Source: an optimization exercise on an open RTL-to-GDS flow (aim: small area). Production flows keep margins and buffers that such runs may drop. The RTL was checked by simulation tests, not by an equivalence proof against the original design. No driver is modelled on the clock port, so clocking that relies on it looks cheaper here than on a real chip. Power is estimated from default activity; no workload was simulated.

Setup of try-zinc:
// ad7606
module ad7606
#(
    parameter USR_CLK_CYCLE_NS = 20,
              T_CYCLE_NS       = 5000,
              T_RESET_NS       = 50,
              T_CONV_MIN_NS    = 3450,
              T_CONV_MAX_NS    = 4150,
              T1_NS            = 40,
              T2_NS            = 25,
              T10_NS           = 25,
              T11_NS           = 15,
              T14_NS           = 25,
              T15_NS           = 6,
              T26_NS           = 25
)
(
    input wire         usr_trigger,
    input wire         usr_clk,
    input wire         usr_rst,
    output reg [15: 0] usr_channel1,
    output reg [15: 0] usr_channel2,
    output reg [15: 0] usr_channel3,
    output reg [15: 0] usr_channel4,
    output reg [15: 0] usr_channel5,
    output reg [15: 0] usr_channel6,
    output reg [15: 0] usr_channel7,
    output reg [15: 0] usr_channel8,
    output wire [3: 0] usr_error,
    output wire        usr_sampling,
    output wire        usr_ready,
    input wire         hw_busy,
    input wire         hw_first_data,
    input wire [15: 0] hw_data,
    output wire        hw_convst,
    output wire        hw_rd,
    output wire        hw_cs,
    output wire        hw_range,
    output wire [2: 0] hw_os,
    output wire        hw_mode_select,
    output wire        hw_reset,
    output wire        hw_stby_n
);
localparam PH_IDLE = 2'b00,
  ...
clock: 20.0 ns
lec_check: 0
cap_margin: 20
core_margin: 2
core_utilization: 40
slew_margin: 20
standard.sh (not shown) runs the stock make flow with config.mk's settings and CLKGATE_MAP_FILE= SYNTH_SCRIPT=/design/flow/synth_recipe.tcl, a recipe that flattens the netlist after the stock synthesis.
==> flow/flow/run.sh <==
#!/bin/bash
# Own layout flow: the standard flow (standard.sh) with these changes
#  - after the standard synthesis, the combinational logic is re-mapped for area by ABC
#    (flow/remap.tcl, flow/area.abc); registers keep their cells and names
#  - port buffers use the smallest buffer cell (buf_1)
#  - synthesis' upsized gates are set back to the smallest drive before placement
#    (flow/downsize.tcl); repair_design fixes any slew/cap violation afterwards
#  - clock tree from clkbuf_8 without dummy balancing loads
# Each tool's output goes to a log file of its own in the work folder.
set -euo pipefail
here=$(pwd)
res=$here/orfs/results/$FLOW_PLATFORM/ad7606/base
yosys_bin=$FLOW_HOME/../tools/install/yosys/bin/yosys
[[ -x $yosys_bin ]] || yosys_bin=yosys
args=(
  "BUFFER_PORTS_ARGS=-buffer_cell sky130_fd_sc_hd__buf_1"
  "PRE_GLOBAL_PLACE_TCL=$here/flow/downsize.tcl"
  "GPL_KEEP_OVERFLOW=0"
  "CTS_ARGS=-sink_clustering_enable -repair_clock_nets -dont_use_dummy_load -buf_list sky130_fd_sc_hd__clkbuf_8"
)
bash standard.sh "${args[@]}" synth > make_synth.log 2>&1
cp "$res/1_2_yosys.v" "$here/standard_synth.v"
REMAP_IN=$here/standard_synth.v REMAP_OUT=$here/remapped.v REMAP_TOP=$FLOW_TOP \
REMAP_SCRIPT=$here/flow/area.abc \
REMAP_LIB=$FLOW_HOME/platforms/$FLOW_PLATFORM/lib/sky130_fd_sc_hd__tt_025C_1v80.lib \
REMAP_DONTUSE="sky130_fd_sc_hd__probe_p_8 sky130_fd_sc_hd__probec_p_8 sky130_fd_sc_hd__lpflow_*" \
  "$yosys_bin" -c "$here/flow/remap.tcl" > yosys_remap.log 2>&1
REMAP_OUT=$here/remapped.v REMAP_TOP=$FLOW_TOP \
REMAP_LIB=$FLOW_HOME/platforms/$FLOW_PLATFORM/lib/sky130_fd_sc_hd__tt_025C_1v80.lib \
  "$yosys_bin" -c "$here/flow/check.tcl" > yosys_check.log 2>&1
cp "$here/remapped.v" "$res/1_2_yosys.v"
bash standard.sh "${args[@]}" finish > make_finish.log 2>&1
==> flow/flow/area.abc <==
&get -n
&st
&deepsyn -T 60
&nf -R 1000 -p
&put
mfs3 -a
Other scripts of this flow, unchanged in this note and not shown: flow/flow/check.tcl, flow/flow/downsize.tcl, flow/flow/remap.tcl
try-zinc reached the final stage; the timing, design-rule and antenna checks on its layout passed.
Here is what was changed in the inputs of try-delta compared with try-zinc.
diff --git a/flow/flow/run.sh b/flow/flow/run.sh
--- a/flow/flow/run.sh
+++ b/flow/flow/run.sh
@@ -17,3 +17,2 @@
   "PRE_GLOBAL_PLACE_TCL=$here/flow/downsize.tcl"
-  "GPL_KEEP_OVERFLOW=0"
   "CTS_ARGS=-sink_clustering_enable -repair_clock_nets -dont_use_dummy_load -buf_list sky130_fd_sc_hd__clkbuf_8"
Findings:
In the flow results for try-delta and try-zinc, the growth of design area from synthesis to finish is smaller on try-delta. Final cell count without fillers (try-delta over try-zinc): decrease, 8. Compared with try-zinc, try-delta ends up with a smaller final cell area. try-delta ends up with a maximum frequency that is 0.0029 GHz higher than in try-zinc. try-delta: via count about 1.4% below try-zinc. Every stage of the flow completed for try-delta, and the final layout passed the timing, design-rule and antenna checks.
Relative to try-delta, the following input files were edited for try-fjord:
diff --git a/flow/flow/run.sh b/flow/flow/run.sh
--- a/flow/flow/run.sh
+++ b/flow/flow/run.sh
@@ -7,3 +7,4 @@
 #    (flow/downsize.tcl); repair_design fixes any slew/cap violation afterwards
-#  - clock tree from clkbuf_8 without dummy balancing loads
+#  - clock tree from clkbuf_8 without dummy balancing loads; after CTS each clock buffer
+#    gets the smallest clkbuf that keeps flip-flop clock slews under 110 ps (flow/post_cts.tcl)
 # Each tool's output goes to a log file of its own in the work folder.
@@ -17,2 +18,3 @@
   "PRE_GLOBAL_PLACE_TCL=$here/flow/downsize.tcl"
+  "POST_CTS_TCL=$here/flow/post_cts.tcl"
   "CTS_ARGS=-sink_clustering_enable -repair_clock_nets -dont_use_dummy_load -buf_list sky130_fd_sc_hd__clkbuf_8"
==> flow/flow/post_cts.tcl (new file) <==
proc clk_sink_slew {} {
  set worst 0.0
  foreach pin [all_registers -clock_pins] {
    foreach p {slew_max_rise slew_max_fall} {
      set s [get_property $pin $p]
      if {$s > $worst} { set worst $s }
    }
  }
  return $worst
}
set limit 0.110
estimate_parasitics -placement
puts "clock resize: worst flop clock slew before [clk_sink_slew]"
set bufs [get_cells -filter "ref_name =~ sky130_fd_sc_hd__clkbuf_*"]
# clock tree buffers that drive flip-flops first, then the ones above them
set leaves {}
set upper {}
foreach inst $bufs {
  if {![string match "clkbuf_*" [get_full_name $inst]]} { continue }
  set out [get_pins -of_objects $inst -filter "direction == output"]
  set loads [get_pins -of_objects [get_nets -of_objects $out] -filter "direction == input"]
  set to_buf 0
  foreach l $loads {
    if {[string match "sky130_fd_sc_hd__clkbuf_*" [get_property [get_cells -of_objects $l] ref_name]]} { set to_buf 1 }
  }
  if {$to_buf} { lappend upper $inst } else { lappend leaves $inst }
}
set clkbufs [concat $leaves $upper]
set changed 0
foreach inst $clkbufs {
  set name [get_full_name $inst]
  set orig [get_property $inst ref_name]
  foreach cand {sky130_fd_sc_hd__clkbuf_2 sky130_fd_sc_hd__clkbuf_4} {
    if {$cand eq $orig} { break }
    replace_cell $name $cand
    estimate_parasitics -placement
    if {[clk_sink_slew] <= $limit} { incr changed; break }
    replace_cell $name $orig
    estimate_parasitics -placement
  }
}
puts "clock resize: $changed buffers made smaller, worst flop clock slew after [clk_sink_slew]"
==> summary.txt <==
- try-fjord: done, clean on timing, DRC and antenna
- try-delta -> try-fjord: wire length of the first global-routing pass decreased by a few percent
- Placement-stage worst setup slack came out lower on try-fjord than on try-delta.
- Any difference in area after synthesis between try-delta and try-fjord is small enough to ignore.
### try-fjord -> try-yarrow
diff --git a/flow/flow/run.sh b/flow/flow/run.sh
--- a/flow/flow/run.sh
+++ b/flow/flow/run.sh
@@ -7,4 +7,3 @@
 #    (flow/downsize.tcl); repair_design fixes any slew/cap violation afterwards
-#  - clock tree from clkbuf_8 without dummy balancing loads; after CTS each clock buffer
-#    gets the smallest clkbuf that keeps flip-flop clock slews under 110 ps (flow/post_cts.tcl)
+#  - clock tree from clkbuf_8 without dummy balancing loads
 # Each tool's output goes to a log file of its own in the work folder.
@@ -18,3 +17,2 @@
   "PRE_GLOBAL_PLACE_TCL=$here/flow/downsize.tcl"
-  "POST_CTS_TCL=$here/flow/post_cts.tcl"
   "CTS_ARGS=-sink_clustering_enable -repair_clock_nets -dont_use_dummy_load -buf_list sky130_fd_sc_hd__clkbuf_8"
==> flow/flow/area.abc <==
&get -n
&st
&syn3
&dch
&nf -R 1000 -p
&put
mfs3 -a
removed: flow/flow/post_cts.tcl
Higher critical path arrival among try-yarrow and try-fjord: try-fjord
Looking only at sequential power, and setting everything else aside, the higher value of try-yarrow and try-fjord goes to try-yarrow.
Master of the slowest instance on the critical path = dfstp_2: try-yarrow; master of the slowest instance on the critical path = nor4_1: try-fjord
Cmp try-yarrow and try-fjord / highest achievable clock rate / higher: try-yarrow
Delta(power, try-yarrow - try-fjord) > 0
Compared to try-fjord, try-yarrow has wire length 5.1% higher.
Changes observed in try-yarrow relative to try-fjord: design internal power rose by 0.039 mW; first-pass GRT wire length rose by 4.3%.
The inputs of try-pepper differ from those of try-yarrow as listed below.
- an added GPL_TIMING_DRIVEN of 0
## What came out
The final layout from try-pepper, which completed every stage, passed the timing, design-rule and antenna checks at the end of the flow. Of try-yarrow and try-pepper, try-pepper shows the higher worst setup slack for register-to-register paths, with try-yarrow below it. Cell count in try-pepper vs try-yarrow: up 12. Sort try-yarrow and try-pepper by worst setup timing slack at the placement stage, descending, and try-pepper comes first. Looking at try-yarrow and try-pepper, the worst slack on hold paths is a wash. Number of setup buffers added after CTS: try-yarrow vs try-pepper identical. Routability-driven placement congestion ratio up about 14% in try-pepper wrt try-yarrow. ~same fmax in try-yarrow and try-pepper. Taking try-yarrow as the reference, in try-pepper routed wire length decreased by 2.2% relative to the old numbers, area of combinational cells with multiple inputs closely matched the old numbers.

ad7606, a different RTL version from the one above (not shown whole).
For scale: ~410 cells after synthesis, ~6000 um2 of cells after synthesis.
export LEC_CHECK = 0
export CAP_MARGIN = 5
export CORE_MARGIN = 2
export CORE_UTILIZATION = 40
export SLEW_MARGIN = 20
create_clock -name core_clock -period 20.0 [get_ports {usr_clk}]
==> flow/flow/run.sh <==
#!/bin/bash
# Own layout flow: the standard flow (standard.sh) with these changes
#  - after the standard synthesis, the combinational logic is re-mapped for area by ABC
#    (flow/remap.tcl, flow/area.abc); registers keep their cells and names
#  - port buffers use the smallest buffer cell (buf_1)
#  - synthesis' upsized gates are set back to the smallest drive before placement
#    (flow/downsize.tcl); repair_design fixes any slew/cap violation afterwards
#  - clock tree from clkbuf_8 without dummy balancing loads; after CTS each clock buffer
#    gets the smallest clkbuf that keeps flip-flop clock slews under 110 ps (flow/post_cts.tcl)
# Each tool's output goes to a log file of its own in the work folder.
set -euo pipefail
here=$(pwd)
res=$here/orfs/results/$FLOW_PLATFORM/ad7606/base
yosys_bin=$FLOW_HOME/../tools/install/yosys/bin/yosys
[[ -x $yosys_bin ]] || yosys_bin=yosys
args=(
  "BUFFER_PORTS_ARGS=-buffer_cell sky130_fd_sc_hd__buf_1"
  "PRE_GLOBAL_PLACE_TCL=$here/flow/downsize.tcl"
  "POST_CTS_TCL=$here/flow/post_cts.tcl"
  "CTS_ARGS=-sink_clustering_enable -repair_clock_nets -dont_use_dummy_load -buf_list sky130_fd_sc_hd__clkbuf_8"
)
bash standard.sh "${args[@]}" synth > make_synth.log 2>&1
cp "$res/1_2_yosys.v" "$here/standard_synth.v"
REMAP_IN=$here/standard_synth.v REMAP_OUT=$here/remapped.v REMAP_TOP=$FLOW_TOP \
REMAP_SCRIPT=$here/flow/area.abc \
REMAP_LIB=$FLOW_HOME/platforms/$FLOW_PLATFORM/lib/sky130_fd_sc_hd__tt_025C_1v80.lib \
REMAP_DONTUSE="sky130_fd_sc_hd__probe_p_8 sky130_fd_sc_hd__probec_p_8 sky130_fd_sc_hd__lpflow_*" \
  "$yosys_bin" -c "$here/flow/remap.tcl" > yosys_remap.log 2>&1
REMAP_OUT=$here/remapped.v REMAP_TOP=$FLOW_TOP \
REMAP_LIB=$FLOW_HOME/platforms/$FLOW_PLATFORM/lib/sky130_fd_sc_hd__tt_025C_1v80.lib \
  "$yosys_bin" -c "$here/flow/check.tcl" > yosys_check.log 2>&1
cp "$here/remapped.v" "$res/1_2_yosys.v"
bash standard.sh "${args[@]}" finish > make_finish.log 2>&1
Other scripts of this flow, unchanged in this note and not shown: flow/flow/area.abc, flow/flow/check.tcl, flow/flow/downsize.tcl, flow/flow/post_cts.tcl, flow/flow/remap.tcl
Edit:
--- a/flow/config.mk
+++ b/flow/config.mk
@@ -7,3 +7,3 @@
 export LEC_CHECK = 0
-export CAP_MARGIN = 5
+export CAP_MARGIN = 20
 export CORE_MARGIN = 2
The new run finished clean.
Wire length does not change.
Die area does not change.
Combinational power barely changes.
Sequential share of layout area stays the same.
Worst setup slack does not change.
Edit:
--- a/flow/flow/run.sh
+++ b/flow/flow/run.sh
@@ -19,2 +19,3 @@
   "POST_CTS_TCL=$here/flow/post_cts.tcl"
+  "SKIP_REPAIR_TIE_FANOUT=1"
   "CTS_ARGS=-sink_clustering_enable -repair_clock_nets -dont_use_dummy_load -buf_list sky130_fd_sc_hd__clkbuf_8"
Design area falls slightly.
Clock power stays flat.
Fmax rose by a few percent.
Edit:
--- a/flow/flow/run.sh
+++ b/flow/flow/run.sh
@@ -8,3 +8,6 @@
 #  - clock tree from clkbuf_8 without dummy balancing loads; after CTS each clock buffer
-#    gets the smallest clkbuf that keeps flip-flop clock slews under 110 ps (flow/post_cts.tcl)
+#    gets the smallest clkbuf that keeps flip-flop clock slews under 110 ps (flow/post_cts.tcl),
+#    then upsized logic cells are set back down where slews stay under 1.2 ns and no
+#    slew/cap violation appears (flow/post_cts_logic.tcl)
+#  - tie cells are not duplicated per load (SKIP_REPAIR_TIE_FANOUT)
 # Each tool's output goes to a log file of its own in the work folder.
@@ -18,3 +21,3 @@
   "PRE_GLOBAL_PLACE_TCL=$here/flow/downsize.tcl"
-  "POST_CTS_TCL=$here/flow/post_cts.tcl"
+  "POST_CTS_TCL=$here/flow/post_cts_all.tcl"
   "SKIP_REPAIR_TIE_FANOUT=1"
==> flow/flow/post_cts_all.tcl (new file) <==
# POST_CTS hook: clock buffers first, then the logic cells.
source [file join [file dirname [info script]] post_cts.tcl]
source [file join [file dirname [info script]] post_cts_logic.tcl]
==> flow/flow/post_cts_logic.tcl (new file) <==
# After CTS, part 2: set each upsized logic cell or buffer back to the smallest drive of its
# own function whose output slew stays under 80% of the library limit, as long as no
# max-slew or max-capacitance violation appears anywhere.
proc out_slew {inst} {
  set w 0.0
  foreach pin [get_pins -of_objects $inst -filter "direction == output"] {
    foreach p {slew_max_rise slew_max_fall} {
      set s [get_property $pin $p]
      if {$s > $w} { set w $s }
    }
  }
  return $w
}
set slew_limit 1.2
set n 0
estimate_parasitics -placement
foreach inst [get_cells *] {
  set m [get_property $inst ref_name]
  if {![regexp {^(sky130_fd_sc_hd__[a-z0-9]+)_(\d+)$} $m -> base size]} { continue }
  if {[regexp {__(df|edf|sdf|dl|conb|clk|tap|fill|decap)} $m]} { continue }
  set name [get_full_name $inst]
  foreach s {1 2 4} {
    if {$s >= $size} { break }
    set cand ${base}_$s
    if {[llength [get_lib_cells -quiet $cand]] == 0} { continue }
    replace_cell $name $cand
    estimate_parasitics -placement
    if {[out_slew $inst] <= $slew_limit && [sta::max_slew_violation_count] == 0 \
          && [sta::max_capacitance_violation_count] == 0} {
      incr n
      break
    }
    replace_cell $name $m
    estimate_parasitics -placement
  }
}
puts "logic resize: $n cells made smaller"
--- a/flow/config.mk
+++ b/flow/config.mk
@@ -9,3 +9,3 @@
 export CORE_MARGIN = 2
-export CORE_UTILIZATION = 40
+export CORE_UTILIZATION = 60
 export SLEW_MARGIN = 20
Synthesized area is unchanged.
Cell count fell by about 6%.
Hold slack gets worse by 3.4 ps.
Core utilization rises by 24 points.
Cell area came out lower by 1.0%.
Edit:
--- a/flow/flow/run.sh
+++ b/flow/flow/run.sh
@@ -8,6 +8,3 @@
 #  - clock tree from clkbuf_8 without dummy balancing loads; after CTS each clock buffer
-#    gets the smallest clkbuf that keeps flip-flop clock slews under 110 ps (flow/post_cts.tcl),
-#    then upsized logic cells are set back down where slews stay under 1.2 ns and no
-#    slew/cap violation appears (flow/post_cts_logic.tcl)
-#  - tie cells are not duplicated per load (SKIP_REPAIR_TIE_FANOUT)
+#    gets the smallest clkbuf that keeps flip-flop clock slews under 110 ps (flow/post_cts.tcl)
 # Each tool's output goes to a log file of its own in the work folder.
@@ -21,4 +18,3 @@
   "PRE_GLOBAL_PLACE_TCL=$here/flow/downsize.tcl"
-  "POST_CTS_TCL=$here/flow/post_cts_all.tcl"
-  "SKIP_REPAIR_TIE_FANOUT=1"
+  "POST_CTS_TCL=$here/flow/post_cts.tcl"
   "CTS_ARGS=-sink_clustering_enable -repair_clock_nets -dont_use_dummy_load -buf_list sky130_fd_sc_hd__clkbuf_8"
--- a/flow/config.mk
+++ b/flow/config.mk
@@ -7,5 +7,5 @@
 export LEC_CHECK = 0
-export CAP_MARGIN = 20
+export CAP_MARGIN = 10
 export CORE_MARGIN = 2
-export CORE_UTILIZATION = 60
-export SLEW_MARGIN = 20
+export CORE_UTILIZATION = 40
+export SLEW_MARGIN = 10
removed: flow/flow/post_cts_all.tcl
removed: flow/flow/post_cts_logic.tcl
=>
- The changed run finished with timing, DRC and antenna clean
- core utilization falls by 23 points
- wire length went up by roughly a tenth
- non-clock buffer count does not change

-- static timing again, ports no longer ideal --
In the flow no input, the clock included, has a driving cell. The finished layouts below were timed again as built, in two steps. Step 1 sets driving cells, clkbuf_16 on the clock port and buf_2 on the other inputs (assumed; they add their load-dependent delay and slew). Step 2 also shifts input and output timing later by t, the mid clock arrival at the registers, as if the neighbouring blocks saw the same clock. a / b / c = ideal / step 1 / step 2; a / b = the first two.
| run | t, ns | setup WS [ns] | clock arrival spread, ns | worst slew at a driven data input, ns | pins driven straight from the clock port |
|---|---|---|---|---|---|
| try-zinc | 0.483 | 13.696 / 13.659 / 14.142 | 0.021 / 0.022 | 0.08 | 1 |
| try-delta | 0.479 | 13.808 / 13.771 / 14.250 | 0.029 / 0.028 | 0.06 | 1 |
| try-fjord | 0.611 | 13.787 / 13.756 / 14.367 | 0.038 / 0.037 | 0.05 | 1 |
| try-yarrow | 0.482 | 13.889 / 13.851 / 14.331 | 0.025 / 0.025 | 0.06 | 1 |
| try-pepper | 0.488 | 13.874 / 13.837 / 14.325 | 0.033 / 0.032 | 0.06 | 1 |
| the first run of note 2 | 0.623 | 13.918 / 13.880 / 14.503 | 0.039 / 0.039 | 0.04 | 1 |
| the second run of note 2 | 0.623 | 13.918 / 13.880 / 14.503 | 0.039 / 0.039 | 0.04 | 1 |
| the third run of note 2 | 0.591 | 14.053 / 14.018 / 14.608 | 0.037 / 0.037 | 0.03 | 1 |
| the fourth run of note 2 | 0.458 | 14.110 / 14.076 / 14.534 | 0.030 / 0.030 | 0.03 | 1 |
| the fifth run of note 2 | 0.623 | 13.918 / 13.880 / 14.503 | 0.039 / 0.039 | 0.04 | 1 |
After both steps setup and hold are still met in every run listed. The worst setup slack also covers recovery checks on asynchronous resets.
